Background: an optimization exercise with open tools, aiming at small area. Do not read the settings as production practice. RTL that was checked went through simulation tests only; none was proved equivalent to the original. For run 1, only the layout was checked, not whether the RTL still works. Power is estimated from default activity; no workload was simulated.

--- design/flow/design.v ---
module IFU(
    input clock,
    input reset,
    output [31:0] pc
);
    reg [31:2] pc_q;
    assign pc = {pc_q, 2'b00};
    wire [31:2] nxt;
    wire [31:3] t;             
    assign nxt[2] = ~pc_q[2];
    assign t[3] = pc_q[2];
    genvar i;
    generate
        for (i = 3; i < 31; i = i + 1) begin : inc
            C_HA h(.a(pc_q[i]), .b(t[i]), .s(nxt[i]), .c(t[i+1]));
        end
    endgenerate
    assign nxt[31] = pc_q[31] ^ t[31];
    always @(posedge clock or posedge reset) begin
        if (reset) pc_q <= 30'd0;
        else       pc_q <= nxt;
    end
endmodule
module CONTROL(
    input [31:0] instruction,
    output is_rtype,
    output reg sub,
    output reg [2:0] k
);
    wire [2:0] f3 = instruction[14:12];
    wire [6:0] f7 = instruction[31:25];
    wire f7_zero = (f7 == 7'b0000000);
    wire f7_alt  = (f7 == 7'b0100000);
    assign is_rtype = (instruction[6:0] == 7'b0110011);
    always @(*) begin
        sub = 1'b0;
        k = 3'd6;                                    
        case (f3)
            3'd0: if (f7_zero) k = 3'd0;             
                  else if (f7_alt) begin sub = 1'b1; k = 3'd0; end   
            3'd1: k = 3'd1;                          
            3'd2: begin sub = 1'b1; k = 3'd1; end    
            3'd3: begin sub = 1'b1; k = 3'd2; end    
            3'd4: k = 3'd4;                          
            3'd5: if (f7_zero) k = 3'd2;             
                  else if (f7_alt) k = 3'd3;         
            3'd6: k = 3'd5;                          
            default: k = 3'd6;                       
        endcase
    end
endmodule
module RF_AO22(input a1, input a2, input b1, input b2, output y);
    assign y = (a1 & a2) | (b1 & b2);
endmodule
module RF_AOI22(input a1, input a2, input b1, input b2, output y);
    assign y = ~((a1 & a2) | (b1 & b2));
endmodule
module RF_AOI222(input a1, input a2, input b1, input b2, input c1, input c2, output y);
    assign y = ~((a1 & a2) | (b1 & b2) | (c1 & c2));
endmodule
module RF_NAND2(input a, input b, output y);
    assign y = ~(a & b);
endmodule
module RF_NOR2(input a, input b, output y);
    assign y = ~(a | b);
endmodule
module RF_A21OI(input a1, input a2, input b1, output y);
    assign y = ~((a1 & a2) | b1);
endmodule
module RF_O21AI(input a1, input a2, input b1, output y);
    assign y = ~((a1 | a2) & b1);
endmodule
module RF_RDBIT(input [31:1] sel, input [31:1] d, output y);
    wire [10:0] p;
    genvar j;
    generate
        for (j = 0; j < 10; j = j + 1) begin : g
            RF_AOI222 c(.a1(sel[3*j+1]), .a2(d[3*j+1]), .b1(sel[3*j+2]), .b2(d[3*j+2]),
                        .c1(sel[3*j+3]), .c2(d[3*j+3]), .y(p[j]));
        end
    endgenerate
    RF_NAND2 c31(.a(sel[31]), .b(d[31]), .y(p[10]));
    assign y = ~(&p);
endmodule
module REG_FILE(
    input clock,
    input init,
    input we,
    input [4:0] wa,
    input [31:0] wd,
    input [4:0] ra1,
    input [4:0] ra2,
    output [31:0] rd1,
    output [31:0] rd2_raw,
    output pb
);
    function has_rv;
        input integer b, h, v;
        integer k;
        begin
            has_rv = 0;
            for (k = (h ? 16 : 1); k < (h ? 32 : 16); k = k + 1)
                if (((k * k) >> b) % 2 == v) has_rv = 1;
        end
    endfunction
    reg par;
    always @(posedge clock) par <= ~(par | init);
    wire ninit = ~init;
    wire [31:0] nwp = ~(wd ^ {32{par}});
    wire [31:0] wa0 [0:1];      
    wire [31:0] wa1 [0:1];      
    wire [3:0] pa1n, pa2n, wpa, wpan;
    wire [7:0] pb1n, pb2n, wpb, wpbn;
    genvar i, b, h;
    generate
        for (i = 0; i < 4; i = i + 1) begin : pda
            assign pa1n[i] = ~(ra1[1:0] == i);
            assign pa2n[i] = ~(ra2[1:0] == i);
            assign wpa[i]  = we & (wa[1:0] == i);
            assign wpan[i] = ~wpa[i];
        end
        for (i = 0; i < 8; i = i + 1) begin : pdb
            assign pb1n[i] = ~(ra1[4:2] == i);
            assign pb2n[i] = ~(ra2[4:2] == i);
            assign wpb[i]  = (wa[4:2] == i);
            assign wpbn[i] = ~wpb[i];
        end
        for (h = 0; h < 2; h = h + 1) begin : wh
            for (b = 0; b < 32; b = b + 1) begin : wb
                if (has_rv(b, h, 0)) begin : z
                    RF_NAND2 c(.a(nwp[b]), .b(ninit), .y(wa0[h][b]));
                end else begin : zn
                    assign wa0[h][b] = 1'b0;
                end
                if (has_rv(b, h, 1)) begin : o
                    RF_NOR2 c(.a(nwp[b]), .b(init), .y(wa1[h][b]));
                end else begin : on
                    assign wa1[h][b] = 1'b0;
                end
            end
        end
    endgenerate
    wire [31:1] sel1 [0:1];
    wire [31:1] sel2 [0:1];
    wire [31:0] q [1:31];
    generate
        for (i = 1; i < 32; i = i + 1) begin : x
            localparam [31:0] RV = i * i;
            localparam integer H = i / 16;
            reg [31:0] r;
            wire [31:0] d;
            for (h = 0; h < 2; h = h + 1) begin : hf
                wire wsel, nsel;
                RF_O21AI ws(.a1(wpan[i % 4]), .a2(wpbn[i / 4]), .b1(ninit), .y(wsel));
                RF_A21OI ns(.a1(wpa[i % 4]), .a2(wpb[i / 4]), .b1(init), .y(nsel));
                RF_NOR2 s1(.a(pa1n[i % 4]), .b(pb1n[i / 4]), .y(sel1[h][i]));
                RF_NOR2 s2(.a(pa2n[i % 4]), .b(pb2n[i / 4]), .y(sel2[h][i]));
                for (b = 16 * h; b < 16 * h + 16; b = b + 1) begin : bt
                    RF_AOI22 m(.a1(wsel), .a2(RV[b] ? wa1[H][b] : wa0[H][b]), .b1(nsel), .b2(r[b]), .y(d[b]));
                end
            end
            always @(posedge clock) r <= d;
            assign q[i] = r;
        end
    endgenerate
    wire [31:0] raw1;
    generate
        for (b = 0; b < 32; b = b + 1) begin : rb
            wire [31:1] col;
            for (i = 1; i < 32; i = i + 1) begin : c
                assign col[i] = q[i][b];
            end
            RF_RDBIT p1(.sel(sel1[b / 16]), .d(col), .y(raw1[b]));
            RF_RDBIT p2(.sel(sel2[b / 16]), .d(col), .y(rd2_raw[b]));
        end
    endgenerate
    wire pa = par & (ra1 != 5'd0);
    assign pb = par & (ra2 != 5'd0);
    assign rd1 = raw1 ^ {32{pa}};
endmodule
module C_HA(input a, input b, output s, output c);       
    assign s = a ^ b;
    assign c = a & b;
endmodule
module C_XOR2(input a, input b, output y);   assign y = a ^ b;       endmodule
module C_XNOR2(input a, input b, output y);  assign y = ~(a ^ b);    endmodule
module C_NAND2(input a, input b, output y);  assign y = ~(a & b);    endmodule
module C_NAND2B(input an, input b, output y); assign y = an | ~b;    endmodule
module C_A21OI(input a1, input a2, input b1, output y); assign y = ~((a1 & a2) | b1); endmodule
module C_O21AI(input a1, input a2, input b1, output y); assign y = ~((a1 | a2) & b1); endmodule
module C_A22OI(input a1, input a2, input b1, input b2, output y); assign y = ~((a1 & a2) | (b1 & b2)); endmodule
module C_O22AI(input a1, input a2, input b1, input b2, output y); assign y = ~((a1 | a2) & (b1 | b2)); endmodule
module C_A222OI(input a1, input a2, input b1, input b2, input c1, input c2, output y);
    assign y = ~((a1 & a2) | (b1 & b2) | (c1 & c2));
endmodule
module C_INV(input a, output y);          assign y = ~a;          endmodule
module C_NOR2(input a, input b, output y); assign y = ~(a | b);    endmodule
module C_AO22(input a1, input a2, input b1, input b2, output y); assign y = (a1 & a2) | (b1 & b2); endmodule
module C_O21A(input a1, input a2, input b1, output y); assign y = (a1 | a2) & b1; endmodule
module C_AOI22(input a1, input a2, input b1, input b2, output y); assign y = ~((a1 & a2) | (b1 & b2)); endmodule
module C_MUX2I(input a0, input a1, input s, output y); assign y = ~(s ? a1 : a0); endmodule
module ALU(
    input [31:0] a,
    input [31:0] b_raw,      
    input pb,
    input sub,
    input [2:0] k,
    output [31:0] y,
    output zero
);
    wire en_sum  = (k == 3'd0);
    wire en_sl   = ~sub & (k == 3'd1);
    wire en_sr   = ~sub & (k[2:1] == 2'b01);
    wire sra     = ~sub & (k == 3'd3);
    wire en_slt  = sub & (k == 3'd1);
    wire en_sltu = sub & (k == 3'd2);
    wire cP      = ~sub & ((k == 3'd4) | (k == 3'd5));   
    wire cG      = ~sub & ((k == 3'd5) | (k == 3'd6));   
    wire cPn = ~cP, cGn = ~cG;
    wire subx = sub ^ pb;
    wire [4:0] shamt = b_raw[4:0] ^ {5{pb}};
    wire b31 = b_raw[31] ^ pb;
    wire [31:0] bx;
    wire [31:0] pp, gg;         
    wire [32:0] c;              
    wire [32:0] c0, c1;         
    wire [31:0] s, s0, s1;
    wire [3:1] ncb;             
    assign c[0] = sub;
    genvar i;
    generate
        for (i = 0; i < 32; i = i + 1) begin : ad
            C_XOR2 xb(.a(b_raw[i]), .b(subx), .y(bx[i]));
            if (i % 2 == 0) begin : ev
                C_HA h(.a(a[i]), .b(bx[i]), .s(pp[i]), .c(gg[i]));
            end else begin : od
                C_XNOR2 hp(.a(a[i]), .b(bx[i]), .y(pp[i]));
                C_NAND2 hg(.a(a[i]), .b(bx[i]), .y(gg[i]));
            end
            if (i < 8) begin : lo
                if (i % 2 == 0) begin : ev
                    C_A21OI cc(.a1(pp[i]), .a2(c[i]), .b1(gg[i]), .y(c[i+1]));
                end else begin : od
                    C_O21AI cc(.a1(pp[i]), .a2(c[i]), .b1(gg[i]), .y(c[i+1]));
                end
                C_XOR2 sx(.a(pp[i]), .b(c[i]), .y(s[i]));
                if (i == 7) begin : nx
                    C_O21A ns(.a1(pp[i]), .a2(c[i]), .b1(gg[i]), .y(ncb[1]));
                end
            end else if (i % 8 == 0) begin : bk
                C_INV  k0(.a(gg[i]), .y(c0[i+1]));
                C_NOR2 k1(.a(pp[i]), .b(gg[i]), .y(c1[i+1]));
                C_XOR2 sx(.a(pp[i]), .b(c[i]), .y(s[i]));
            end else begin : hi
                if (i % 2 == 0) begin : ev
                    C_A21OI k0(.a1(pp[i]), .a2(c0[i]), .b1(gg[i]), .y(c0[i+1]));
                    C_A21OI k1(.a1(pp[i]), .a2(c1[i]), .b1(gg[i]), .y(c1[i+1]));
                end else begin : od
                    C_O21AI k0(.a1(pp[i]), .a2(c0[i]), .b1(gg[i]), .y(c0[i+1]));
                    C_O21AI k1(.a1(pp[i]), .a2(c1[i]), .b1(gg[i]), .y(c1[i+1]));
                end
                C_XOR2 x0(.a(pp[i]), .b(c0[i]), .y(s0[i]));
                C_XOR2 x1(.a(pp[i]), .b(c1[i]), .y(s1[i]));
                C_AO22 sl(.a1(c[i - i % 8]), .a2(s1[i]), .b1(ncb[i/8]), .b2(s0[i]), .y(s[i]));
                if (i % 8 == 7) begin : co
                    C_AO22 cs(.a1(c[i-7]), .a2(c1[i+1]), .b1(ncb[i/8]), .b2(c0[i+1]), .y(c[i+1]));
                    if (i < 31) begin : nx
                        C_AOI22 ns(.a1(c[i-7]), .a2(c1[i+1]), .b1(ncb[i/8]), .b2(c0[i+1]), .y(ncb[i/8+1]));
                    end
                end
            end
        end
    endgenerate
    wire cout = c[32];
    wire lt = en_slt ? ((a[31] ^ b31) ? a[31] : s[31]) : ~cout;
    wire fill = sra & a[31];
    wire [31:0] r0, r1, r2, r3, r4, r5;
    generate
        for (i = 0; i < 32; i = i + 1) begin : sh
            C_MUX2I m0(.a0(a[i]), .a1(a[31-i]), .s(en_sl), .y(r0[i]));     
            C_MUX2I m1(.a0(r0[i]), .a1(i + 1  < 32 ? r0[i+1]  : ~fill), .s(shamt[0]), .y(r1[i]));  
            C_MUX2I m2(.a0(r1[i]), .a1(i + 2  < 32 ? r1[i+2]  :  fill), .s(shamt[1]), .y(r2[i]));  
            C_MUX2I m3(.a0(r2[i]), .a1(i + 4  < 32 ? r2[i+4]  : ~fill), .s(shamt[2]), .y(r3[i]));  
            C_MUX2I m4(.a0(r3[i]), .a1(i + 8  < 32 ? r3[i+8]  :  fill), .s(shamt[3]), .y(r4[i]));  
            C_MUX2I m5(.a0(r4[i]), .a1(i + 16 < 32 ? r4[i+16] : ~fill), .s(shamt[4]), .y(r5[i]));  
        end
    endgenerate
    wire [31:0] z, w;
    generate
        for (i = 0; i < 32; i = i + 1) begin : rs
            C_A222OI t(.a1(en_sum), .a2(s[i]), .b1(en_sr), .b2(r5[i]), .c1(en_sl), .c2(r5[31-i]), .y(z[i]));
            if (i == 0) begin : b0
                assign y[0] = ~z[0] | (cP & pp[0]) | (cG & gg[0]) | ((en_slt | en_sltu) & lt);
            end else if (i % 2 == 0) begin : ev
                C_A22OI l(.a1(cP), .a2(pp[i]), .b1(cG), .b2(gg[i]), .y(w[i]));    
                C_NAND2 o(.a(z[i]), .b(w[i]), .y(y[i]));
            end else begin : od
                C_O22AI l(.a1(cPn), .a2(pp[i]), .b1(cGn), .b2(gg[i]), .y(w[i]));  
                C_NAND2B o(.an(w[i]), .b(z[i]), .y(y[i]));
            end
        end
    endgenerate
    assign w[0] = 1'b0;
    assign zero = ~|y;
endmodule
module DATAPATH(
    input clock,
    input reset,
    input is_rtype,
    input sub,
    input [2:0] k,
    input [4:0] rs1,
    input [4:0] rs2,
    input [4:0] rd,
    output [31:0] result,
    output result_valid,
    output zero
);
    reg valid_q;
    reg init_q;
    always @(posedge clock or posedge reset) begin
        if (reset) begin
            valid_q <= 1'b0;
            init_q  <= 1'b1;
        end else begin
            valid_q <= is_rtype;
            init_q  <= 1'b0;
        end
    end
    reg [4:0] rs1_q, rs2_q, rd_q;
    reg sub_q;
    reg [2:0] k_q;
    always @(posedge clock) begin
        rs1_q <= rs1;
        rs2_q <= rs2;
        rd_q  <= rd;
        sub_q <= sub;
        k_q   <= k;
    end
    wire [31:0] a, b_raw;
    wire pb;
    REG_FILE rf(
        .clock(clock), .init(init_q),
        .we(valid_q), .wa(rd_q), .wd(result),
        .ra1(rs1_q), .ra2(rs2_q), .rd1(a), .rd2_raw(b_raw), .pb(pb)
    );
    ALU alu(.a(a), .b_raw(b_raw), .pb(pb), .sub(sub_q), .k(k_q), .y(result), .zero(zero));
    assign result_valid = valid_q;
endmodule
`timescale 1ns/1ns
module PROCESSOR(
    input clock,
    input reset,
    input [31:0] instruction,
    output [31:0] pc,
    output result_valid,
    output [31:0] result,
    output zero
);
    wire is_rtype, sub;
    wire [2:0] k;
    IFU ifu(.clock(clock), .reset(reset), .pc(pc));
    CONTROL ctl(.instruction(instruction), .is_rtype(is_rtype), .sub(sub), .k(k));
    DATAPATH dp(
        .clock(clock), .reset(reset),
        .is_rtype(is_rtype), .sub(sub), .k(k),
        .rs1(instruction[19:15]), .rs2(instruction[24:20]), .rd(instruction[11:7]),
        .result(result), .result_valid(result_valid), .zero(zero)
    );
endmodule
--- design/flow/constraint.sdc ---
create_clock -name core_clock -period 12.0 [get_ports {clock}]
set_input_delay 2.4000 -clock core_clock [delete_from_list [all_inputs] [get_ports {clock}]]
set_output_delay 2.4000 -clock core_clock [all_outputs]
set_load 0.01 [all_outputs]
--- design/flow/flow/run.sh ---
#!/bin/bash
# The standard layout (standard.sh), with these changes:
#  - after the standard synthesis, every combinational cell is given its
#    smallest-area drive strength (downsize.py); the later repair steps size up
#    what timing, slew and load need;
#  - ports are buffered with buf_1 cells;
#  - the clock tree uses a clkbuf_16 root and clkbuf_4 cells, clusters of up
#    to 8 flip-flops, and no dummy loads.
set -euo pipefail
here=$(pwd)
export BUFFER_PORTS_ARGS="-buffer_cell sky130_fd_sc_hd__buf_1"
export CTS_ARGS="-sink_clustering_enable -repair_clock_nets -dont_use_dummy_load -buf_list sky130_fd_sc_hd__clkbuf_4 -root_buf sky130_fd_sc_hd__clkbuf_16 -sink_clustering_size 8 -sink_clustering_max_diameter 40"
bash standard.sh synth > "$here/synth.log" 2>&1
results="$here/orfs/results/$FLOW_PLATFORM/PROCESSOR/base"
lib="$FLOW_HOME/platforms/$FLOW_PLATFORM/lib/sky130_fd_sc_hd__tt_025C_1v80.lib"
python3 "$here/flow/downsize.py" "$lib" "$results/1_2_yosys.v" > "$here/downsize.log" 2>&1
touch "$results/1_2_yosys.v"
bash standard.sh > "$here/layout.log" 2>&1
--- design/flow/standard.sh ---
#!/bin/bash
# synth_recipe.tcl (not shown) runs the flow's synth.tcl, then flattens the netlist and writes it again
# the make line also repeats each setting of config.mk as NAME=value (left out here)
make -C /OpenROAD-flow-scripts/flow DESIGN_CONFIG=/design/flow/config.mk WORK_HOME=/design/flow/orfs CLKGATE_MAP_FILE= SYNTH_SCRIPT=/design/flow/synth_recipe.tcl "${@:-finish}"
--- design/flow/config.mk ---
export PLATFORM = sky130hd
export DESIGN_NAME = PROCESSOR
export DESIGN_NICKNAME = PROCESSOR
export VERILOG_FILES = /design/flow/design.v
export SDC_FILE = /design/flow/constraint.sdc
export NUM_CORES = 4
export LEC_CHECK = 0
export CAP_MARGIN = 0
export CORE_MARGIN = 2
export CORE_UTILIZATION = 45
export GPL_TIMING_DRIVEN = 0
export SLEW_MARGIN = 0
export SYNTH_HIERARCHICAL = 1
export SYNTH_MINIMUM_KEEP_SIZE = 0
--- design/flow/flow/downsize.py ---
#!/usr/bin/env python3
"""Give every combinational cell of a synthesized netlist the smallest-area
variant of its function (same cell name but for the drive-strength suffix).
Flip-flops and tie cells are left as they are. Later repair steps resize the
cells that timing or slew need stronger. Usage: downsize.py LIB NETLIST"""
import re, sys, collections

lib_path, net_path = sys.argv[1], sys.argv[2]
lib = open(lib_path).read()
area = {}
for m in re.finditer(r'cell\s*\(\s*"?(\w+)"?\s*\)\s*\{.*?area\s*:\s*([\d.]+)', lib, re.S):
    area[m.group(1)] = float(m.group(2))
dont_use = re.compile(r'(probe|lpflow|df|dl|edf|sdf|sedf|conb|tap|fill|decap|diode)')

variants = collections.defaultdict(list)
for name, a in area.items():
    m = re.match(r'(sky130_fd_sc_hd__\w+?)_(\d+)$', name)
    if m and not dont_use.search(m.group(1)):
        variants[m.group(1)].append((a, int(m.group(2)), name))

text = open(net_path).read()
changed = collections.Counter()

out = []
for line in text.split('\n'):
    m = re.match(r'^(\s*)(sky130_fd_sc_hd__\w+)(\s+\S+\s*\(.*)$', line)
    if m:
        cell = m.group(2)
        mm = re.match(r'(sky130_fd_sc_hd__\w+?)_(\d+)$', cell)
        if mm and mm.group(1) in variants:
            best = min(variants[mm.group(1)])[2]
            if best != cell and area[best] < area[cell]:
                changed[(cell, best)] += 1
                line = m.group(1) + best + m.group(3)
    out.append(line)
open(net_path, 'w').write('\n'.join(out))
saved = 0.0
for (a, b), n in sorted(changed.items()):
    saved += n * (area[a] - area[b])
    print(f'{n:5d}  {a} -> {b}')
print(f'area saved: {saved:.1f} um2')
==> results of run 1 <==
-- metal layers --
metal	track usage (%)	up-vias	wire length (um)
met5	0.852	-	268
met4	28.9	24	17600
met3	13.6	701	29000
met2	57.2	3538	87800
met1	52.7	21900	79500
li1	-	18600	-
-- metrics by stage --
step           power [W]  TNS, ns  instance area [um2]  setup slack, ns  utilization (%)
5_1_grt           0.0122        0                48500          0.00372             50.1
6_report          0.0118        0                48500            0.311             50.1
3_5_place_dp     0.00973        0                46800            0.396             48.4
4_1_cts           0.0116        0                48000            0.225             49.7
3_3_place_gp     0.00963    -5.03                45900            -1.20             47.5
2_1_floorplan    0.00801        0                44000             1.85                -
-- timing repair --
action                                  4_1_cts  5_1_grt
endpoints found under the setup margin        1        1
pin swaps                                     0        2
gates resized for setup                       4       31
setup buffers                                 0        8
cloned                                        0        0
-- final timing paths --
path	slack (ns)	end	from	depth (start not counted)
min in group asynchronous	1.47	dp.valid_q	reset	2
worst max register to register	2.63	dp.rf.x[31].r[0]	dp.rs1_q[2]	24
max in group asynchronous	9.37	ifu.pc_q[28]	reset	2
worst max-delay path	0.31	zero	dp.rs1_q[2]	24
worst min-delay path	0.46	ifu.pc_q[31]	ifu.pc_q[31]	1
worst min register to register	0.46	ifu.pc_q[31]	ifu.pc_q[31]	1
-- placed cells by master (no fill, tap or decap), drive strengths merged, types with 84 or more instances in the layout --
cell type,count
nand2,169
clkbuf,164
xor2,94
o21ai,95
nand4,131
a222oi,672
nor2,151
buf,152
dfxtp,1012
a21oi,84
mux2i,192
a22oi,1009
-- state kept, by name, indices dropped and copies added, names as in the netlist, 3 cells and up --
name and count:
dp.k_q 3, dp.rs2_q 5, dp.rs1_q 5, ifu.pc_q 30, dp.rd_q 5, dp.rf.x.r 992
-- final cells by class --
| class | count | area (um2) | area share (%) |
|---|---|---|---|
| plain buffers | 11 | 42.5 | 0.0878 |
| multi-input cells | 2970 | 23400 | 48.2 |
| clock buffers | 163 | 1240 | 2.56 |
| diodes | 8 | 20.0 | 0.0413 |
| repair buffers | 142 | 1050 | 2.18 |
| inverters | 24 | 92.6 | 0.191 |
| well taps | 1276 | 1600 | 3.29 |
| flip-flops and latches | 1044 | 21100 | 43.5 |
-- power groups by stage --
stage | Combinational, W | Clock (W) | Sequential, W
6_report | 0.00463 | 0.00185 | 0.00531
5_1_grt | 0.00479 | 0.00202 | 0.00542
4_1_cts | 0.00442 | 0.00187 | 0.00526
3_5_place_dp | 0.00441 | 0 | 0.00533
3_3_place_gp | 0.00432 | 0 | 0.00531
2_1_floorplan | 0.00287 | 0 | 0.00514
-- critical path: stages (launching register included) --
cell,delay (ns)
dfxtp_1,0.43
nand3_1,0.80
nor2_2,0.38
a222oi_1,0.63
nand4_1,0.34
or3_1,0.53
xnor2_1,0.54
ha_1,0.37
a21oi_1,0.25
o21ai_1,0.14
a21oi_1,0.26
o21ai_1,0.15
a21oi_1,0.23
o21ai_1,0.15
a21oi_1,0.30
o21ai_2,0.23
a22oi_2,0.53
a22oi_1,0.36
a22o_1,0.34
a222oi_1,0.42
nand2b_1,0.22
nor4_1,0.28
nand4_1,0.25
nor3_1,0.19
buf_1,0.17
==> out/qor.csv, run 1 <==
stage;metric;value;unit
status;status;finished with violations;
status;Layout Check Fails;max-capacitance violations, max-slew violations;
cts;CTS sink count;1044;
worst_setup_path;critical path arrival;9.29;ns
floorplanning;core outline area;96700;um2
finish;share of cells above drive strength 1;8.08;%
timing;Worst Skew;0.132;ns
floorplanning;initial core utilization;45.5;%
placement;Final HPWL DP;144000;um
pwr;Max VDD drop;0.139;mV
flow_run;Max Cap Violations;8;
pwr;switching share of power;43.0;%
worst_setup_path;CP Capture Type;output port;
finish;nets;4434;
finish;Non-Filler Instances;5638;
cts;hold-fix buffers at CTS;0;
floorplanning;row count;114;
grt;grt ovf;0;
placement;GPL Wtd Cong;1.08;
floorplanning;Die W;317;um
grt;number of global-route vias before repair;40400;
floorplanning;Die Area;100000;um2
placement;Post-Place Cells;5451;
drt;initial DRC count;10000;
pwr;Internal;0.00672;W
cts;CTS Buf Count;163;
synth;Gate Count Post-Synth;4048;
cts;# H-tree levels;4;
floorplanning;I/O pin count;100;
timing;Final Hold Viols;0;
timing;Final period util;97.4;%
synth;Synth warnings;10;
grt;initial antenna violation count;19;
grt;largest net degree at the start of global routing;79;
timing;max-slew violations;66;
finish;Area growth syn-to-layout;10.2;%
cts;clk buf depth;3;
timing;RSZ-0062 raised after global routing;no;
floorplanning;Die H;317;um
pwr;Psw;0.00507;W
cts;root buf cell;clkbuf_16;
pwr;Leak;18.4;nW
cts;clk latency of the worst-skew pair;0.80;ns
timing;worst-margin pin slew;1.60;ns
synth;syn_area_per_cell;10.9;um2
worst_setup_path;CP startpoint kind;flop;
placement;IO Port Bufs;97;
timing;Slew headroom;-6.61;%
finish;Fillers;9121;
cts;CTS tree;done;
drt;Vias/cell;7.93;
timing;Setup Viol. Count Final;0;
drt;final wirelength;214000;um
pwr;Comb pwr share;39.2;%
worst_setup_path;crit-path max FO;16;
pwr;Seq pwr share;45.0;%
worst_setup_path;WS Path Type;flop to output port;
drt;Avg WL per Cell;38.0;um
timing;Fin Hold WS;0.463;ns
drt;DRT antenna net count;0;
worst_setup_path;WP data required;9.60;ns
synth;cell area after synthesis;44000;um2
grt;gr usage total;40.9;%
timing;min Tclk post-route;11.69;ns
cts;clk slew on worst S/H paths;0.08;ns
timing;maximum clock frequency;0.0855;GHz
drt;vias;44700;
pwr;Clk pwr share;15.7;%
drt;drt first pass iters;11;
hold_path;Min-Delay Path Class;flop to flop;
pwr;power per cell area;243;nW/um2
drt;DR DRC count;0;
grt;first-pass GRT wire length;296000;um
==> inputs of run 2 (changes only) <==
--- a/design/flow/design.v
+++ b/design/flow/design.v
@@ -116,13 +116,13 @@
         for (i = 0; i < 4; i = i + 1) begin : pda
             assign pa1n[i] = ~(ra1[1:0] == i);
             assign pa2n[i] = ~(ra2[1:0] == i);
-            assign wpa[i]  = we & (wa[1:0] == i);
+            assign wpa[i]  = init | (we & (wa[1:0] == i));
             assign wpan[i] = ~wpa[i];
         end
         for (i = 0; i < 8; i = i + 1) begin : pdb
             assign pb1n[i] = ~(ra1[4:2] == i);
             assign pb2n[i] = ~(ra2[4:2] == i);
-            assign wpb[i]  = (wa[4:2] == i);
+            assign wpb[i]  = init | (wa[4:2] == i);
             assign wpbn[i] = ~wpb[i];
         end
         for (h = 0; h < 2; h = h + 1) begin : wh
@@ -151,8 +151,8 @@
             wire [31:0] d;
             for (h = 0; h < 2; h = h + 1) begin : hf
                 wire wsel, nsel;
-                RF_O21AI ws(.a1(wpan[i % 4]), .a2(wpbn[i / 4]), .b1(ninit), .y(wsel));
-                RF_A21OI ns(.a1(wpa[i % 4]), .a2(wpb[i / 4]), .b1(init), .y(nsel));
+                RF_NOR2  ws(.a(wpan[i % 4]), .b(wpbn[i / 4]), .y(wsel));
+                RF_NAND2 ns(.a(wpa[i % 4]), .b(wpb[i / 4]), .y(nsel));
                 RF_NOR2 s1(.a(pa1n[i % 4]), .b(pb1n[i / 4]), .y(sel1[h][i]));
                 RF_NOR2 s2(.a(pa2n[i % 4]), .b(pb2n[i / 4]), .y(sel2[h][i]));
                 for (b = 16 * h; b < 16 * h + 16; b = b + 1) begin : bt
@@ -198,6 +198,7 @@
 module C_AO22(input a1, input a2, input b1, input b2, output y); assign y = (a1 & a2) | (b1 & b2); endmodule
 module C_O21A(input a1, input a2, input b1, output y); assign y = (a1 | a2) & b1; endmodule
 module C_AOI22(input a1, input a2, input b1, input b2, output y); assign y = ~((a1 & a2) | (b1 & b2)); endmodule
+module C_ENSL(input sub, input [2:0] k, output y); assign y = ~sub & (k == 3'd1); endmodule
 module C_MUX2I(input a0, input a1, input s, output y); assign y = ~(s ? a1 : a0); endmodule
 module ALU(
     input [31:0] a,
@@ -209,7 +210,9 @@
     output zero
 );
     wire en_sum  = (k == 3'd0);
-    wire en_sl   = ~sub & (k == 3'd1);
+    wire en_sl, en_sl_r;       
+    C_ENSL esl0(.sub(sub), .k(k), .y(en_sl));
+    C_ENSL esl1(.sub(sub), .k(k), .y(en_sl_r));
     wire en_sr   = ~sub & (k[2:1] == 2'b01);
     wire sra     = ~sub & (k == 3'd3);
     wire en_slt  = sub & (k == 3'd1);
@@ -218,7 +221,7 @@
     wire cG      = ~sub & ((k == 3'd5) | (k == 3'd6));   
     wire cPn = ~cP, cGn = ~cG;
     wire subx = sub ^ pb;
-    wire [4:0] shamt = b_raw[4:0] ^ {5{pb}};
+    wire [4:0] shamt [0:1];
     wire b31 = b_raw[31] ^ pb;
     wire [31:0] bx;
     wire [31:0] pp, gg;         
@@ -227,7 +230,7 @@
     wire [31:0] s, s0, s1;
     wire [3:1] ncb;             
     assign c[0] = sub;
-    genvar i;
+    genvar i, j;
     generate
         for (i = 0; i < 32; i = i + 1) begin : ad
             C_XOR2 xb(.a(b_raw[i]), .b(subx), .y(bx[i]));
@@ -273,22 +276,29 @@
     endgenerate
     wire cout = c[32];
     wire lt = en_slt ? ((a[31] ^ b31) ? a[31] : s[31]) : ~cout;
+    generate
+        for (i = 0; i < 2; i = i + 1) begin : sa
+            for (j = 0; j < 5; j = j + 1) begin : sb
+                C_XOR2 x(.a(b_raw[j]), .b(pb), .y(shamt[i][j]));
+            end
+        end
+    endgenerate
     wire fill = sra & a[31];
     wire [31:0] r0, r1, r2, r3, r4, r5;
     generate
         for (i = 0; i < 32; i = i + 1) begin : sh
             C_MUX2I m0(.a0(a[i]), .a1(a[31-i]), .s(en_sl), .y(r0[i]));     
-            C_MUX2I m1(.a0(r0[i]), .a1(i + 1  < 32 ? r0[i+1]  : ~fill), .s(shamt[0]), .y(r1[i]));  
-            C_MUX2I m2(.a0(r1[i]), .a1(i + 2  < 32 ? r1[i+2]  :  fill), .s(shamt[1]), .y(r2[i]));  
-            C_MUX2I m3(.a0(r2[i]), .a1(i + 4  < 32 ? r2[i+4]  : ~fill), .s(shamt[2]), .y(r3[i]));  
-            C_MUX2I m4(.a0(r3[i]), .a1(i + 8  < 32 ? r3[i+8]  :  fill), .s(shamt[3]), .y(r4[i]));  
-            C_MUX2I m5(.a0(r4[i]), .a1(i + 16 < 32 ? r4[i+16] : ~fill), .s(shamt[4]), .y(r5[i]));  
+            C_MUX2I m1(.a0(r0[i]), .a1(i + 1  < 32 ? r0[i+1]  : ~fill), .s(shamt[i / 16][0]), .y(r1[i]));  
+            C_MUX2I m2(.a0(r1[i]), .a1(i + 2  < 32 ? r1[i+2]  :  fill), .s(shamt[i / 16][1]), .y(r2[i]));  
+            C_MUX2I m3(.a0(r2[i]), .a1(i + 4  < 32 ? r2[i+4]  : ~fill), .s(shamt[i / 16][2]), .y(r3[i]));  
+            C_MUX2I m4(.a0(r3[i]), .a1(i + 8  < 32 ? r3[i+8]  :  fill), .s(shamt[i / 16][3]), .y(r4[i]));  
+            C_MUX2I m5(.a0(r4[i]), .a1(i + 16 < 32 ? r4[i+16] : ~fill), .s(shamt[i / 16][4]), .y(r5[i]));  
         end
     endgenerate
     wire [31:0] z, w;
     generate
         for (i = 0; i < 32; i = i + 1) begin : rs
-            C_A222OI t(.a1(en_sum), .a2(s[i]), .b1(en_sr), .b2(r5[i]), .c1(en_sl), .c2(r5[31-i]), .y(z[i]));
+            C_A222OI t(.a1(en_sum), .a2(s[i]), .b1(en_sr), .b2(r5[i]), .c1(en_sl_r), .c2(r5[31-i]), .y(z[i]));
             if (i == 0) begin : b0
                 assign y[0] = ~z[0] | (cP & pp[0]) | (cG & gg[0]) | ((en_slt | en_sltu) & lt);
             end else if (i % 2 == 0) begin : ev
==> out/qor.csv, run 2 <==
stage;metric;value;unit;change
status;status;finished with violations;;unchanged
status;Layout Check Fails;max-capacitance violations, max-slew violations;;unchanged
cts;# H-tree levels;4;;unchanged
timing;Final Hold Viols;0;;unchanged
finish;largest registers;dp.rf.x.r: 992 flops, ifu.pc_q: 30 flops;;unchanged
worst_setup_path;WS Path Type;flop to output port;;unchanged
synth;cell area after synthesis;43900;um2;was 44000 um2
floorplanning;row count;114;;unchanged
placement;Post-Place Cells;5469;;was 5451
floorplanning;core outline area;96700;um2;unchanged
synth;Synth warnings;11;;was 10
timing;Setup Viol. Count Final;0;;unchanged
pwr;Leak;18.9;nW;was 18.4 nW
floorplanning;Die H;316;um;was 317 um
finish;Non-Filler Instances;5655;;was 5638
pwr;power per cell area;247;nW/um2;was 243 nW/um2
floorplanning;Die Area;100000;um2;about the same
drt;DR DRC count;0;;unchanged
timing;RSZ-0062 raised after global routing;no;;unchanged
cts;clk latency of the worst-skew pair;0.82;ns;was 0.80 ns
grt;number of global-route vias before repair;40000;;was 40400
cts;CTS tree;done;;unchanged
grt;grt ovf;0;;unchanged
timing;min Tclk post-route;11.61;ns;was 11.69 ns
pwr;Max VDD drop;0.145;mV;was 0.139 mV
finish;Largest register FFs;992;;unchanged
finish;Area growth syn-to-layout;9.34;%;was 10.2%
finish;most common cell after layout, fill and taps aside;dfxtp_1;;unchanged
drt;Vias/cell;7.89;;was 7.93
cts;CTS sink count;1044;;unchanged
placement;Final HPWL DP;144000;um;about the same
drt;Avg WL per Cell;37.1;um;was 38.0 um
drt;vias;44600;;was 44700
timing;Worst Skew;0.139;ns;was 0.132 ns
drt;initial DRC count;9666;;was 10000
finish;nets;4446;;was 4434
worst_setup_path;CP Capture Type;output port;;unchanged
finish;Final Instance Area;48000;um2;was 48500 um2
cts;clk buf depth;3;;unchanged
floorplanning;I/O pin count;100;;unchanged
timing;Slew headroom;-5.74;%;was -6.61%
cts;CTS Buf Count;166;;was 163
grt;gr usage total;39.9;%;was 40.9%
drt;final wirelength;210000;um;was 214000 um
synth;Gate Count Post-Synth;4067;;was 4048
worst_setup_path;crit-path max FO;16;;unchanged
floorplanning;initial core utilization;45.4;%;was 45.5%
grt;largest net degree at the start of global routing;40;;was 79
worst_setup_path;CP startpoint kind;flop;;unchanged
placement;post-placement cell area;46500;um2;was 46800 um2
worst_setup_path;WP data required;9.60;ns;about the same
finish;Fillers;9108;;was 9121
timing;Fin Hold WS;0.460;ns;was 0.463 ns
placement;GPL Wtd Cong;1.12;;was 1.08
finish;Largest Register;dp.rf.x.r;;unchanged
hold_path;Min-Delay Path Class;flop to flop;;unchanged
finish;share of cells above drive strength 1;6.73;%;was 8.08%
timing;max-slew violations;152;;was 66
timing;Setup TNS Final;0;ns;unchanged
pwr;total power;0.0119;W;was 0.0118 W
worst_setup_path;critical path arrival;9.21;ns;was 9.29 ns
timing;Final period util;96.7;%;was 97.4%
flow_run;Max Cap Violations;10;;was 8
cts;clk slew on worst S/H paths;0.09;ns;was 0.08 ns
finish;most frequent cells in the layout;dfxtp_1, a22oi_1, a222oi_1;;unchanged
drt;drt first pass iters;17;;was 11
drt;DRT antenna net count;0;;unchanged
grt;first-pass GRT wire length;289000;um;was 296000 um
cts;hold-fix buffers at CTS;0;;unchanged
timing;worst-margin pin slew;1.58;ns;was 1.60 ns
cts;root buf cell;clkbuf_16;;unchanged
grt;initial antenna violation count;10;;was 19
synth;syn_area_per_cell;10.8;um2;was 10.9 um2
floorplanning;Die W;316;um;was 317 um
placement;IO Port Bufs;97;;unchanged
timing;maximum clock frequency;0.0861;GHz;was 0.0855 GHz
[run 2: changes by cell type in the layout (fill, tap and decap cells not counted), moves of 5 or more]
cell      before  now
xor2_4         6    1
buf_8          8   13
nor2_1       123  168
a21oi_2       56    3
a21oi_1       28   23
xor2_2         0   10
diode_2        8   13
o21ai_2       22    3
o21ai_1       68   28
buf_6         10    3
nand2_1      165  229
buf_16         9    2
nand2b_1      16   22
nor2_2        27   44
[run 2: per-stage QoR]
stage	utilization [%]	setup WS, ns
floorplan	-	1.50
global placement	47.5	-1.35
detailed placement	48.0	0.262
CTS	49.4	0.0220
global route	49.7	0.110
finish	49.7	0.391
[run 2: worst max-delay path, stage by stage, from the launching register on]
cell	delay, ns
dfxtp_1	0.46
nand2_2	0.61
nor2_1	1.28
a222oi_1	0.35
nand4_1	0.22
or3_1	0.38
xor2_1	0.31
ha_1	0.33
a21oi_1	0.24
o21ai_1	0.14
a21oi_1	0.22
o21ai_1	0.14
a21oi_1	0.23
o21ai_1	0.15
a21oi_1	0.31
o21ai_2	0.23
a22oi_2	0.53
a22oi_1	0.33
a22o_1	0.30
a222oi_1	0.32
nand2b_1	0.22
nor4_1	0.35
nand4_1	0.21
a2111oi_0	0.35
buf_1	0.19
[run 2: final timing paths]
path | from | endpoint | slack, ns | depth (start not counted)
max in group asynchronous | reset | ifu.pc_q[24] | 9.17 | 2
worst max register to register | dp.rs2_q[0] | dp.rf.x[7].r[0] | 2.96 | 24
worst max-delay path | dp.rs2_q[0] | zero | 0.39 | 24
worst min register to register | ifu.pc_q[2] | ifu.pc_q[2] | 0.46 | 1
worst min-delay path | ifu.pc_q[2] | ifu.pc_q[2] | 0.46 | 1
min in group asynchronous | reset | dp.valid_q | 1.69 | 2
[run 2: repair_timing]
action	in CTS	in global routing
endpoints found under the setup margin	1	2
hold endpoints to repair	0	0
resized for setup	9	54
buffers inserted	3	3
[run 2: power by group]
| part | internal, W | switching (W) | leakage (nW) |
|---|---|---|---|
| logic | 0.00155 | 0.00310 | 9.15 |
| registers | 0.00452 | 0.000812 | 8.97 |
| clock network | 0.000645 | 0.00122 | 0.772 |
[run 2: final cells by class]
cell class	count	area (um2)	area share, %
diodes	13	32.5	0.0677
plain buffers	10	37.5	0.0781
clock buffers	166	1260	2.63
inverters	25	93.8	0.195
multi-input cells	2989	23100	48.1
flip-flops and latches	1044	21100	43.8
well taps	1276	1600	3.32
repair buffers	132	826	1.72
[run 2: metal layers]
| metal | routed length (um) | part of all wire [%] | track usage, % |
|---|---|---|---|
| met1 | 78100 | 37 | 51.5 |
| met2 | 85900 | 41 | 55.8 |
| met3 | 29100 | 14 | 13.5 |
| met4 | 16500 | 7.9 | 27.4 |
| met5 | 177 | 0.084 | 1.66 |
==> inputs of run 3 (changes only) <==
--- a/design/flow/config.mk
+++ b/design/flow/config.mk
@@ -5,10 +5,10 @@
 export SDC_FILE = /design/flow/constraint.sdc
 export NUM_CORES = 4
 export LEC_CHECK = 0
-export CAP_MARGIN = 0
+export CAP_MARGIN = 20
 export CORE_MARGIN = 2
 export CORE_UTILIZATION = 45
 export GPL_TIMING_DRIVEN = 0
-export SLEW_MARGIN = 0
+export SLEW_MARGIN = 20
 export SYNTH_HIERARCHICAL = 1
 export SYNTH_MINIMUM_KEEP_SIZE = 0
==> out/qor.csv, run 3 <==
stage;metric;value;unit;change
drt;vias;44600;;about the same
hold_path;Min-Delay Path Class;flop to flop;;unchanged
hold_path;Hold Path End;ifu.pc_q[2];;unchanged
hold_path;worst hold stages;1;;unchanged
timing;Slew headroom;15.6;%;was -5.74%
grt;first-pass GRT wire length;289000;um;about the same
cts;clk slew on worst S/H paths;0.08;ns;was 0.09 ns
finish;most common cell after layout, fill and taps aside;dfxtp_1;;unchanged
cts;CTS tree;done;;unchanged
timing;RSZ-0062 raised after global routing;no;;unchanged
timing;Fin Hold WS;0.453;ns;was 0.460 ns
status;status;complete, no violations;;was finished with violations
placement;GPL Wtd Cong;1.12;;unchanged
finish;most frequent cells in the layout;dfxtp_1, a22oi_1, a222oi_1;;unchanged
grt;number of global-route vias before repair;40100;;was 40000
finish;largest registers;dp.rf.x.r: 992 flops, ifu.pc_q: 30 flops;;unchanged
pwr;power per cell area;244;nW/um2;was 247 nW/um2
drt;DRT antenna net count;0;;unchanged
synth;Gate Count Post-Synth;4067;;unchanged
grt;grt ovf;0;;unchanged
floorplanning;Die W;316;um;unchanged
finish;Area growth syn-to-layout;10.5;%;was 9.34%
synth;cell area after synthesis;43900;um2;unchanged
worst_setup_path;max incr delay on CP;0.84;ns;was 1.28 ns
cts;CTS Buf Count;164;;was 166
floorplanning;Die Area;100000;um2;unchanged
drt;DR DRC count;0;;unchanged
timing;Final period util;98.3;%;was 96.7%
worst_setup_path;reg-to-reg endpoint;dp.rf.x[23].r[0];;was dp.rf.x[7].r[0]
placement;IO Port Bufs;97;;unchanged
grt;initial antenna violation count;11;;was 10
worst_setup_path;crit-path max FO;16;;unchanged
floorplanning;row count;114;;unchanged
worst_setup_path;critical path arrival;9.40;ns;was 9.21 ns
grt;largest net degree at the start of global routing;40;;unchanged
drt;final wirelength;210000;um;about the same
drt;drt first pass iters;12;;was 17
worst_setup_path;CP max stage cell;xnor2_1;;was nor2_1
cts;root buf cell;clkbuf_16;;unchanged
cts;CTS sink count;1044;;unchanged
drt;Avg WL per Cell;37.0;um;was 37.1 um
timing;min Tclk post-route;11.80;ns;was 11.61 ns
pwr;Max VDD drop;0.129;mV;was 0.145 mV
worst_setup_path;R2R setup slack;2.76;ns;was 2.96 ns
worst_setup_path;CP Capture Type;output port;;unchanged
finish;multi-input logic area;23500;um2;was 23100 um2
drt;initial DRC count;9403;;was 9666
finish;Fillers;9030;;was 9108
finish;Largest register FFs;992;;unchanged
pwr;Leak;18.9;nW;about the same
synth;Synth warnings;11;;unchanged
worst_setup_path;CP startpoint kind;flop;;unchanged
finish;Largest Register;dp.rf.x.r;;unchanged
finish;share of cells above drive strength 1;10.4;%;was 6.73%
finish;nets;4458;;was 4446
timing;worst-margin pin slew;1.26;ns;was 1.58 ns
floorplanning;initial core utilization;45.4;%;unchanged
placement;Final HPWL DP;145000;um;was 144000 um
synth;syn_area_per_cell;10.8;um2;unchanged
cts;clk latency of the worst-skew pair;0.84;ns;was 0.82 ns
timing;max-slew violations;0;;was 152
floorplanning;core outline area;96700;um2;unchanged
timing;Worst Skew;0.117;ns;was 0.139 ns
timing;maximum clock frequency;0.0848;GHz;was 0.0861 GHz
hold_path;Min-Delay Startpoint;ifu.pc_q[2];;unchanged
cts;# H-tree levels;4;;unchanged
worst_setup_path;WS Path Type;flop to output port;;unchanged
worst_setup_path;WP data required;9.60;ns;about the same
flow_run;Max Cap Violations;0;;was 10
worst_setup_path;crit-path cells;or3_1 > nor2_2 > a222oi_1 > nand4_1 > or3_1 > xnor2_1 > xnor2_1 > o21ai_1 > a21oi_1 > o21ai_1 > a21oi_1 > o21ai_1 > a21oi_1 > o21ai_2 > a22o_1 > a22oi_1 > a22o_1 > a222oi_1 > nand2_1 > nor4_1 > nand4_1 > a2111oi_0 > buf_1;;was nand2_2 > nor2_1 > a222oi_1 > nand4_1 > or3_1 > xor2_1 > ha_1 > a21oi_1 > o21ai_1 > a21oi_1 > o21ai_1 > a21oi_1 > o21ai_1 > a21oi_1 > o21ai_2 > a22oi_2 > a22oi_1 > a22o_1 > a222oi_1 > nand2b_1 > nor4_1 > nand4_1 > a2111oi_0 > buf_1
placement;post-placement cell area;47000;um2;was 46500 um2
finish;register area;21100;um2;unchanged
drt;Vias/cell;7.86;;was 7.89
finish;Final Instance Area;48600;um2;was 48000 um2
cts;clk buf depth;3;;unchanged
worst_setup_path;r2r worst-path depth;23;;was 24
timing;Setup Viol. Count Final;0;;unchanged
grt;gr usage total;39.8;%;was 39.9%
cts;hold-fix buffers at CTS;0;;unchanged
floorplanning;Die H;316;um;unchanged
floorplanning;I/O pin count;100;;unchanged
timing;Final Hold Viols;0;;unchanged
worst_setup_path;r2r startpoint;dp.rs1_q[4];;was dp.rs2_q[0]
-- run 3: cell types whose count changed in the layout (fill, tap and decap cells not counted), sizes merged --
| cell | change |
|---|---|
| buf | +14 |
| diode | +1 |
| clkbuf | -2 |
-- run 3: repair_timing --
| item | in CTS | in global routing |
|---|---|---|
| setup buffers | 2 | 9 |
| resized for setup | 3 | 18 |
| pin swaps | 0 | 0 |
| endpoints found under the setup margin | 1 | 1 |
-- run 3: final cells by class --
cell class	instances	share of cell area [%]
Antenna cell	14	0.0721
Inverter	25	0.198
Timing Repair Buffer	146	2.01
Sequential cell	1044	43.4
Tap cell	1276	3.29
Clock buffer	164	2.57
Buffer	10	0.0773
Multi-Input combinational cell	2989	48.4
-- run 3: metrics by stage --
stage	utilization (%)	worst slack (ns)	setup TNS (ns)	total power, W	instances
after floorplan	-	1.50	0	0.00803	4068
after global placement	47.5	-1.35	-7.80	0.00969	5441
after detailed placement	48.6	0.637	0	0.00982	5479
after CTS	50.0	0.0315	0	0.0116	5645
after global routing	50.2	0.00410	0	0.0123	5660
final	50.2	0.202	0	0.0119	5668
-- run 3: critical path: cells and delay by family, from the launching register on --
kind,cells,cell delay (ns)
xor+xnor,2,1.10
compound gates,13,4.03
buf+inv,1,0.19
flops,1,0.55
simple gates,7,2.75
-- run 3: worst max-delay path by stage --
stage,startpoint,endpoint
CTS,dp.rs1_q[1],zero
detailed placement,dp.rs2_q[3],zero
floorplan,dp.rf.par,zero
finish,dp.rs1_q[4],zero
global route,dp.rs1_q[4],zero
global placement,dp.rf.par,zero
-- run 3: where the power goes --
group / switching (W) / internal (W)
sequential: 0.000809 / 0.00452
combinational: 0.00312 / 0.00155
clock: 0.00123 / 0.000637
total: 0.00516 / 0.00671
-- run 3: layer usage --
metal	GRT usage (%)	part of all wire [%]
met1	51.4	37
met2	55.8	41
met3	13.0	14
met4	28.2	8.0
met5	0	0.032
==> inputs of run 4 (changes only) <==
--- a/design/flow/design.v
+++ b/design/flow/design.v
@@ -199,6 +199,8 @@
 module C_O21A(input a1, input a2, input b1, output y); assign y = (a1 | a2) & b1; endmodule
 module C_AOI22(input a1, input a2, input b1, input b2, output y); assign y = ~((a1 & a2) | (b1 & b2)); endmodule
 module C_ENSL(input sub, input [2:0] k, output y); assign y = ~sub & (k == 3'd1); endmodule
+module C_NOR4(input a, input b, input c, input d, output y); assign y = ~(a | b | c | d); endmodule
+module C_AND3(input a, input b, input c, output y); assign y = a & b & c; endmodule
 module C_MUX2I(input a0, input a1, input s, output y); assign y = ~(s ? a1 : a0); endmodule
 module ALU(
     input [31:0] a,
@@ -311,7 +313,12 @@
         end
     endgenerate
     assign w[0] = 1'b0;
-    assign zero = ~|y;
+    wire nz_mid = |y[23:1];
+    wire [2:0] z_hi;
+    C_NOR4 zh0(.a(y[24]), .b(y[25]), .c(y[26]), .d(y[27]), .y(z_hi[0]));
+    C_NOR4 zh1(.a(y[28]), .b(y[29]), .c(y[30]), .d(y[31]), .y(z_hi[1]));
+    C_NOR2 zh2(.a(y[0]), .b(nz_mid), .y(z_hi[2]));
+    C_AND3 zf(.a(z_hi[0]), .b(z_hi[1]), .c(z_hi[2]), .y(zero));
 endmodule
 module DATAPATH(
     input clock,
==> out/qor.csv, run 4 <==
stage;metric;value;unit;change
status;status;complete, no violations;;unchanged
drt;initial DRC count;9766;;was 9403
floorplanning;initial core utilization;45.4;%;about the same
placement;GPL Wtd Cong;1.10;;was 1.12
grt;initial antenna violation count;15;;was 11
cts;hold-fix buffers at CTS;0;;unchanged
floorplanning;I/O pin count;100;;unchanged
timing;Final period util;97.4;%;was 98.3%
hold_path;Min-Delay Path Class;flop to flop;;unchanged
drt;drt first pass iters;15;;was 12
worst_setup_path;CP startpoint kind;flop;;unchanged
synth;Synth warnings;11;;unchanged
finish;share of cells above drive strength 1;10.3;%;was 10.4%
finish;Largest Register;dp.rf.x.r;;unchanged
placement;Final HPWL DP;146000;um;was 145000 um
placement;IO Port Bufs;97;;unchanged
floorplanning;Die W;316;um;about the same
finish;most frequent cells in the layout;dfxtp_1, a22oi_1, a222oi_1;;unchanged
cts;# H-tree levels;4;;unchanged
synth;Gate Count Post-Synth;4066;;was 4067
flow_run;Max Cap Violations;0;;unchanged
cts;CTS sink count;1044;;unchanged
drt;Vias/cell;7.88;;was 7.86
timing;min Tclk post-route;11.69;ns;was 11.80 ns
drt;DRT antenna net count;0;;unchanged
drt;vias;44700;;was 44600
grt;largest net degree at the start of global routing;38;;was 40
worst_setup_path;critical path arrival;9.29;ns;was 9.40 ns
grt;number of global-route vias before repair;40500;;was 40100
worst_setup_path;WS Path Type;flop to output port;;unchanged
timing;Fin Hold WS;0.457;ns;was 0.453 ns
grt;first-pass GRT wire length;294000;um;was 289000 um
finish;Final Util;50.2;%;about the same
cts;CTS tree;done;;unchanged
finish;Fillers;9049;;was 9030
timing;Final Hold Viols;0;;unchanged
finish;Largest register FFs;992;;unchanged
cts;clk latency of the worst-skew pair;0.84;ns;about the same
cts;clk slew on worst S/H paths;0.08;ns;about the same
placement;Setup WS pre-CTS;1.07;ns;was 0.637 ns
synth;cell area after synthesis;43900;um2;about the same
finish;Final Instance Area;48600;um2;about the same
cts;CTS Buf Count;167;;was 164
grt;gr usage total;40.6;%;was 39.8%
floorplanning;Die H;316;um;about the same
timing;Worst Skew;0.156;ns;was 0.117 ns
timing;Slew headroom;16.6;%;was 15.6%
grt;grt ovf;0;;unchanged
floorplanning;row count;114;;unchanged
pwr;Max VDD drop;0.122;mV;was 0.129 mV
timing;max-slew violations;0;;unchanged
worst_setup_path;CP Capture Type;output port;;unchanged
timing;fin worst setup slack;0.314;ns;was 0.202 ns
worst_setup_path;WP data required;9.60;ns;about the same
finish;nets;4459;;was 4458
drt;DR DRC count;0;;unchanged
drt;final wirelength;212000;um;was 210000 um
cts;clk buf depth;3;;unchanged
finish;largest registers;dp.rf.x.r: 992 flops, ifu.pc_q: 30 flops;;unchanged
pwr;total power;0.0118;W;was 0.0119 W
worst_setup_path;crit-path max FO;16;;unchanged
timing;maximum clock frequency;0.0856;GHz;was 0.0848 GHz
floorplanning;core outline area;96700;um2;unchanged
cts;root buf cell;clkbuf_16;;unchanged
synth;syn_area_per_cell;10.8;um2;about the same
floorplanning;Die Area;100000;um2;about the same
placement;post-placement cell area;47100;um2;was 47000 um2
pwr;power per cell area;244;nW/um2;about the same
pwr;Leak;19.0;nW;was 18.9 nW
finish;most common cell after layout, fill and taps aside;dfxtp_1;;unchanged
finish;Area growth syn-to-layout;10.5;%;about the same
timing;Setup Viol. Count Final;0;;unchanged
drt;Avg WL per Cell;37.4;um;was 37.0 um
timing;worst-margin pin slew;1.25;ns;was 1.26 ns
[run 4: path summary, 6_finish.rpt]
kind | from | end | slack, ns | cells after the start
worst max-delay path | dp.rs1_q[3] | zero | 0.31 | 23
worst min-delay path | ifu.pc_q[2] | ifu.pc_q[2] | 0.46 | 1
worst max register to register | dp.rs1_q[3] | dp.rf.x[24].r[0] | 2.34 | 24
worst min register to register | ifu.pc_q[2] | ifu.pc_q[2] | 0.46 | 1
max in group asynchronous | reset | ifu.pc_q[23] | 9.80 | 2
min in group asynchronous | reset | dp.valid_q | 1.61 | 2
[run 4: cell type report]
cell class / instances / area, um2 / share of cell area, %
buffer: 10 / 37.5 / 0.0773
timing repair buffer: 145 / 972 / 2.00
tap: 1276 / 1600 / 3.29
sequential: 1044 / 21100 / 43.4
antenna: 17 / 42.5 / 0.0876
inverter: 24 / 92.6 / 0.191
multi-input combinational: 2989 / 23500 / 48.4
clock buffer: 167 / 1270 / 2.62
[run 4: power breakdown]
part           switching [W]  internal, W
Combinational        0.00310      0.00154
Clock                0.00123     0.000648
Sequential          0.000804      0.00452
Total                0.00513      0.00671
[run 4: through the flow]
stage	cells	setup TNS, ns
final	5672	0
after global routing	5662	-0.0259
after CTS	5646	0
after detailed placement	5479	0
after global placement	5440	-6.74
after floorplan	4067	0
[run 4: worst max-delay path: stages (launching register included)]
cell	delay (ns)
dfxtp_1	0.56
or3b_2	0.59
nor2_2	0.32
a222oi_1	0.85
nand4_1	0.18
or3_1	0.51
xnor2_1	0.58
ha_1	0.38
a21oi_1	0.23
o21ai_1	0.14
a21oi_1	0.22
o21ai_1	0.14
a21oi_1	0.21
o21ai_1	0.13
a21oi_1	0.27
o21ai_1	0.34
a22oi_1	0.81
a22oi_1	0.40
a22o_1	0.32
a222oi_1	0.31
nand2b_1	0.27
nor4_1	0.34
and3_1	0.18
buf_1	0.15
[run 4: routing by layer]
layer  global-route usage [%]  vias up  part of all wire [%]
met2                     57.3     3643                    41
met5                     2.23        -                  0.15
met3                     13.5      660                    14
met4                     27.2       16                   7.6
li1                         -    18500                     -
met1                     52.2    21900                    37
[run 4: timing repair]
item                                    CTS  global route
endpoints found under the setup margin    0             3
buffers inserted                          0             8
resized for setup                         0             9
==> inputs of run 5 (changes only) <==
--- a/design/flow/flow/run.sh
+++ b/design/flow/flow/run.sh
@@ -5,11 +5,11 @@
 #    what timing, slew and load need;
 #  - ports are buffered with buf_1 cells;
 #  - the clock tree uses a clkbuf_16 root and clkbuf_4 cells, clusters of up
-#    to 8 flip-flops, and no dummy loads.
+#    to 9 flip-flops, and no dummy loads.
 set -euo pipefail
 here=$(pwd)
 export BUFFER_PORTS_ARGS="-buffer_cell sky130_fd_sc_hd__buf_1"
-export CTS_ARGS="-sink_clustering_enable -repair_clock_nets -dont_use_dummy_load -buf_list sky130_fd_sc_hd__clkbuf_4 -root_buf sky130_fd_sc_hd__clkbuf_16 -sink_clustering_size 8 -sink_clustering_max_diameter 40"
+export CTS_ARGS="-sink_clustering_enable -repair_clock_nets -dont_use_dummy_load -buf_list sky130_fd_sc_hd__clkbuf_4 -root_buf sky130_fd_sc_hd__clkbuf_16 -sink_clustering_size 9 -sink_clustering_max_diameter 40"
 bash standard.sh synth > "$here/synth.log" 2>&1
 results="$here/orfs/results/$FLOW_PLATFORM/PROCESSOR/base"
 lib="$FLOW_HOME/platforms/$FLOW_PLATFORM/lib/sky130_fd_sc_hd__tt_025C_1v80.lib"
==> out/qor.csv, run 5 <==
stage;metric;value;unit;change
placement;Final HPWL DP;146000;um;unchanged
pwr;Leak;18.9;nW;was 19.0 nW
grt;first-pass GRT wire length;294000;um;about the same
synth;Gate Count Post-Synth;4066;;unchanged
grt;gr usage total;40.5;%;was 40.6%
synth;Synth warnings;11;;unchanged
worst_setup_path;critical path arrival;9.24;ns;was 9.29 ns
finish;nets;4451;;was 4459
timing;maximum clock frequency;0.0859;GHz;was 0.0856 GHz
drt;drt first pass iters;13;;was 15
cts;CTS Buf Count;160;;was 167
flow_run;Max Cap Violations;0;;unchanged
finish;share of cells above drive strength 1;10.1;%;was 10.3%
finish;largest registers;dp.rf.x.r: 992 flops, ifu.pc_q: 30 flops;;unchanged
timing;Setup Viol. Count Final;0;;unchanged
finish;most frequent cells in the layout;dfxtp_1, a22oi_1, a222oi_1;;unchanged
finish;Area growth syn-to-layout;10.4;%;was 10.5%
placement;GPL Wtd Cong;1.10;;unchanged
timing;worst-margin pin slew;1.29;ns;was 1.25 ns
floorplanning;row count;114;;unchanged
placement;IO Port Bufs;97;;unchanged
floorplanning;core outline area;96700;um2;unchanged
pwr;total power;0.0118;W;about the same
floorplanning;I/O pin count;100;;unchanged
timing;max-slew violations;0;;unchanged
cts;clk slew on worst S/H paths;0.09;ns;was 0.08 ns
cts;root buf cell;clkbuf_16;;unchanged
grt;initial antenna violation count;11;;was 15
finish;most common cell after layout, fill and taps aside;dfxtp_1;;unchanged
worst_setup_path;r2r worst-path depth;23;;was 24
worst_setup_path;reg-to-reg endpoint;dp.rf.x[23].r[0];;was dp.rf.x[24].r[0]
cts;# H-tree levels;4;;unchanged
drt;Vias/cell;7.89;;was 7.88
grt;number of global-route vias before repair;40300;;was 40500
hold_path;Min-Delay Path Class;flop to flop;;unchanged
timing;fin worst setup slack;0.363;ns;was 0.314 ns
floorplanning;Die W;316;um;unchanged
cts;clk buf depth;3;;unchanged
timing;min Tclk post-route;11.64;ns;was 11.69 ns
cts;hold-fix buffers at CTS;0;;unchanged
worst_setup_path;Crit. Startpoint;dp.rs2_q[0];;was dp.rs1_q[3]
worst_setup_path;crit path to;zero;;unchanged
drt;final wirelength;212000;um;about the same
placement;Post-Place Cells;5479;;unchanged
timing;Final period util;97.0;%;was 97.4%
finish;Fillers;9050;;was 9049
timing;Final Hold Viols;0;;unchanged
floorplanning;Die Area;100000;um2;unchanged
worst_setup_path;WS Path Type;flop to output port;;unchanged
finish;Largest register FFs;992;;unchanged
finish;register area;21100;um2;unchanged
finish;multi-input logic area;23500;um2;about the same
timing;Fin Hold WS;0.460;ns;was 0.457 ns
worst_setup_path;WP data required;9.60;ns;about the same
worst_setup_path;CP startpoint kind;flop;;unchanged
drt;DRT antenna net count;0;;unchanged
pwr;power per cell area;244;nW/um2;about the same
floorplanning;Die H;316;um;unchanged
timing;Worst Skew;0.160;ns;was 0.156 ns
drt;vias;44600;;was 44700
floorplanning;initial core utilization;45.4;%;unchanged
finish;Largest Register;dp.rf.x.r;;unchanged
grt;largest net degree at the start of global routing;38;;unchanged
pwr;Max VDD drop;0.121;mV;was 0.122 mV
timing;Slew headroom;13.8;%;was 16.6%
cts;clk latency of the worst-skew pair;0.83;ns;was 0.84 ns
cts;CTS sink count;1044;;unchanged
cts;CTS tree;done;;unchanged
worst_setup_path;crit-path max FO;16;;unchanged
timing;Setup TNS Final;0;ns;unchanged
drt;initial DRC count;9708;;was 9766
placement;Setup WS pre-CTS;1.07;ns;unchanged
grt;grt ovf;0;;unchanged
synth;cell area after synthesis;43900;um2;unchanged
drt;Avg WL per Cell;37.5;um;was 37.4 um
worst_setup_path;R2R setup slack;2.29;ns;was 2.34 ns
worst_setup_path;CP Capture Type;output port;;unchanged
status;status;complete, no violations;;unchanged
timing;RSZ-0062 raised after global routing;no;;
worst_setup_path;r2r startpoint;dp.rs2_q[0];;was dp.rs1_q[3]
drt;DR DRC count;0;;unchanged
finish;Non-Filler Instances;5657;;was 5672
synth;syn_area_per_cell;10.8;um2;unchanged
[run 5: per-layer routing]
metal	wire [um]	track usage, %	vias up
met4	15900	26.6	6
met3	29800	13.8	656
met5	150	0	-
met2	87300	57.2	3736
li1	-	-	18500
met1	78700	52.3	21700
[run 5: cell type report]
type | instances | area share (%)
multi-input combinational | 2989 | 48.4
antenna | 10 | 0.0516
tap | 1276 | 3.29
clock buffer | 160 | 2.51
sequential | 1044 | 43.4
inverter | 24 | 0.191
timing repair buffer | 144 | 1.99
buffer | 10 | 0.0774
[run 5: how the worst min path moves through the flow]
stage | startpoint | end | slack, ns | depth (start not counted)
6_report | ifu.pc_q[2] | ifu.pc_q[2] | 0.46 | 1
3_5_place_dp | ifu.pc_q[2] | ifu.pc_q[2] | 0.44 | 1
4_1_cts | ifu.pc_q[2] | ifu.pc_q[2] | 0.46 | 1
2_1_floorplan | ifu.pc_q[2] | ifu.pc_q[2] | 0.42 | 1
5_1_grt | ifu.pc_q[31] | ifu.pc_q[31] | 0.47 | 1
3_3_place_gp | dp.rf.x[25].r[18] | dp.rf.x[25].r[18] | 0.44 | 1
[run 5: critical path: stages, from the launching register on]
cell and delay (ns):
dfxtp_1 0.36, nand2_2 0.88, nor2_2 0.39, a222oi_1 0.74
nand4_1 0.56, or3_1 0.75, xor2_1 0.25, xnor2_1 0.21
o21ai_1 0.24, a21oi_1 0.14, o21ai_1 0.22, a21oi_1 0.13
o21ai_1 0.21, a21oi_1 0.15, o21ai_1 0.70, a22o_1 0.54
a22oi_1 0.34, a22o_1 0.31, a222oi_1 0.31, nand2b_1 0.28
nor4_1 0.35, and3_1 0.19, buf_1 0.15
[run 5: stage by stage]
| step | instance area (um2) | util, % |
|---|---|---|
| finish | 48500 | 50.1 |
| global route | 48500 | 50.1 |
| CTS | 48300 | 50.0 |
| detailed placement | 47100 | 48.7 |
| global placement | 45900 | 47.5 |
| floorplan | 43900 | - |
[run 5: timing repair]
action                     4_1_cts  5_1_grt
setup buffers                    0        7
resized for setup                0        8
setup endpoints to repair        0        6
[run 5: where the power goes]
part | switching (W) | total, W | internal [W]
clock network | 0.00121 | 0.00183 | 0.000622
registers | 0.000804 | 0.00533 | 0.00452
logic | 0.00312 | 0.00466 | 0.00154

==> afterwards: timing with drivers on the ports <==
In the flow no input, the clock included, has a driving cell. The finished layouts below were timed again as built, in two steps.
Step 1 assumes that a clkbuf_16 drives the clock port and a buf_2 every other input.
Step 2 moves the port delays by t, midway between the first and last clock arrival at a register: inputs arrive t later, outputs are due t later. That takes back most of the time a late clock gives input paths.
a / b / c = no drivers / after step 1 / after step 2; a / b = the first two.
| run | shift t [ns] | setup WS [ns] | latest minus earliest clock arrival (ns) |
|---|---|---|---|
| run 1 | 0.804 | 0.311 / 0.240 / 1.044 | 0.132 / 0.133 |
| run 2 | 0.827 | 0.391 / 0.319 / 1.146 | 0.139 / 0.139 |
| run 3 | 0.852 | 0.202 / 0.128 / 0.979 | 0.116 / 0.117 |
| run 4 | 0.845 | 0.314 / 0.235 / 1.080 | 0.155 / 0.156 |
| run 5 | 0.828 | 0.363 / 0.289 / 1.117 | 0.159 / 0.160 |
